Source: an optimization exercise on an open RTL-to-GDS flow (aim: small area and a short achievable clock period). Production flows keep margins and buffers that such runs may drop. RTL that was checked went through simulation tests only; none was proved equivalent to the original.

==> inputs of build 28 <==
// fpu_top
module fpu_top(
    input         clk,
    input         rst,
    input  [31:0] a,
    input  [31:0] b,
    input  [2:0]  consig,
    output [31:0] out,
    output [2:0]  cmp_out
);
export LEC_CHECK = 0
export CAP_MARGIN = 20
export CORE_MARGIN = 2
export CORE_UTILIZATION = 65
export CTS_BUF_LIST = sky130_fd_sc_hd__clkbuf_4 sky130_fd_sc_hd__clkbuf_8
export SLEW_MARGIN = 20
create_clock -name core_clock -period 14.0 [get_ports {clk}]
standard.sh (not shown) runs the stock make flow with config.mk's settings and CLKGATE_MAP_FILE= SYNTH_SCRIPT=/design/flow/synth_recipe.tcl, a recipe that flattens the netlist after the stock synthesis.
==> flow/flow/run.sh <==
#!/bin/bash
# Standard synthesis, then a netlist pass that removes the inverters Yosys
# leaves around full adders, then the standard layout with a tighter
# timing-repair target and the smallest buffer on the ports.
set -euo pipefail
R=orfs/results/sky130hd/fpu_top/base
MARGIN=$(cat flow/margin.txt)
bash standard.sh synth > log_synth.txt 2>&1
python3 flow/fixinv.py $R/1_2_yosys.v $R/1_2_yosys_fixinv.v > log_fixinv.txt 2>&1
cp $R/1_2_yosys.v $R/1_2_yosys_orig.v
cp $R/1_2_yosys_fixinv.v $R/1_2_yosys.v
rm -f $R/1_synth.odb $R/1_synth.sdc
bash standard.sh SETUP_SLACK_MARGIN=$MARGIN "BUFFER_PORTS_ARGS=-buffer_cell sky130_fd_sc_hd__buf_1" finish > log_layout.txt 2>&1
==> flow/flow/margin.txt <==
7
Other scripts of this flow, unchanged in this note and not shown: flow/flow/fixinv.py
==> trial 45: changes against build 28 <==
==> flow/flow/margin.txt (replaced) <==
7.5
- CTS_BUF_LIST: sky130_fd_sc_hd__clkbuf_4 sky130_fd_sc_hd__clkbuf_8 -> default
==> run summary <==
Clock Skew: trial 45 0.01306 ns; build 28 0.009863 ns
GRT Util Overall: trial 45 0.4852; build 28 0.4372
Source of the worst hold timing path: trial 45 snext[8]; build 28 snext[11]
Critical path data arrival time: trial 45 3.94 ns; build 28 4.19 ns
Max Used Layer: trial 45 met5; build 28 met4
Vias: trial 45 20.56k; build 28 19.59k
Data-path buffer share of cell area in the final layout: trial 45 0.09926; build 28 0.06802
Worst reg-to-reg setup slack: trial 45 7.38 ns; build 28 7.20 ns
Outcome: trial 45 timing/DRC/antenna clean; build 28 timing/DRC/antenna clean
Transition time at the pin with the least slew margin: trial 45 1.128 ns; build 28 1.029 ns
Share of the final layout cell area in sequential cells: trial 45 0.1317; build 28 0.1407
Final critical delay including setup and external delays: trial 45 6.743 ns; build 28 6.989 ns

---

==> exp/nickel: inputs <==
fpu_top, a different RTL version from the one above (not shown whole).
export LEC_CHECK = 0
export CAP_MARGIN = 20
export CORE_MARGIN = 2
export CORE_UTILIZATION = 40
export SLEW_MARGIN = 20
create_clock -name core_clock -period 14.0 [get_ports {clk}]
==> flow/flow/run.sh <==
#!/bin/bash
# Standard synthesis, then a netlist pass that removes the inverters Yosys
# leaves around full adders, then the standard layout with a tighter
# timing-repair target.
set -euo pipefail
R=orfs/results/sky130hd/fpu_top/base
MARGIN=$(cat flow/margin.txt)
bash standard.sh synth > log_synth.txt 2>&1
python3 flow/fixinv.py $R/1_2_yosys.v $R/1_2_yosys_fixinv.v > log_fixinv.txt 2>&1
cp $R/1_2_yosys.v $R/1_2_yosys_orig.v
cp $R/1_2_yosys_fixinv.v $R/1_2_yosys.v
rm -f $R/1_synth.odb $R/1_synth.sdc
bash standard.sh SETUP_SLACK_MARGIN=$MARGIN finish > log_layout.txt 2>&1
==> flow/flow/margin.txt <==
6
Other scripts of this flow, unchanged in this note and not shown: flow/flow/fixinv.py
==> exp/fjord: changes against exp/nickel <==
==> flow/flow/margin.txt (replaced) <==
7.5
==> summary.md <==
| Metric | Value |
|---|---|
| N_diodes | 1 |
| Run status | timing/DRC/antenna clean |
| WHS | 0.348 ns |
| Max-slew headroom | 31.2% |
| Most common cell on crit path | clkdlybuf4s50_1 |
| Setup crit start | consig[0] |
| Crit-path max FO | 36 |
The numbers above come from exp/nickel.

==> summary.md <==
| Metric | Value |
|---|---|
| Max-slew headroom | 31.0% |
| Crit-path max FO | 29 |
| Run status | timing/DRC/antenna clean |
| N_diodes | 7 |
| Most common cell on crit path | fa_2 |
| Root buffer cell | clkbuf_16 |
| Setup crit start | mb[13] |
| Commonest non-fill, non-tap cell in the layout | fa_1 |
| WHS | 0.348 ns |
The numbers above come from exp/fjord.

No run of this note included a check of the RTL's function; only the layout flow was run.

re-timing with driven ports:
The flow's constraints put no driver on any port. The routed layouts listed below were extracted and timed again, unchanged, in two steps.
Step 1: set_driving_cell puts a clkbuf_16 on clk and a buf_2 on each other input, an assumption about the parent block.
Step 2 times the ports against the registers' clock, not the clock port: input delays grow and output delays shrink by t, the midpoint of the rising clock arrivals with the driver on.
a / b / c = ideal / step 1 / step 2; a / b = the first two.
run	t (ns)	setup WS [ns]	worst hold slack (ns)
build 28	0.525	7.011 / 6.978 / 6.978	0.350 / 0.350 / 0.350
trial 45	0.502	7.257 / 7.212 / 7.212	0.347 / 0.347 / 0.347
exp/nickel	0.542	6.144 / 6.116 / 6.116	0.348 / 0.348 / 0.348
exp/fjord	0.518	6.828 / 6.828 / 6.828	0.348 / 0.348 / 0.348
After both steps setup and hold are still met in every run listed. For trial 45, which loses most, drivers alone change the setup slack by -0.045 ns; drivers and shift together by -0.045 ns.
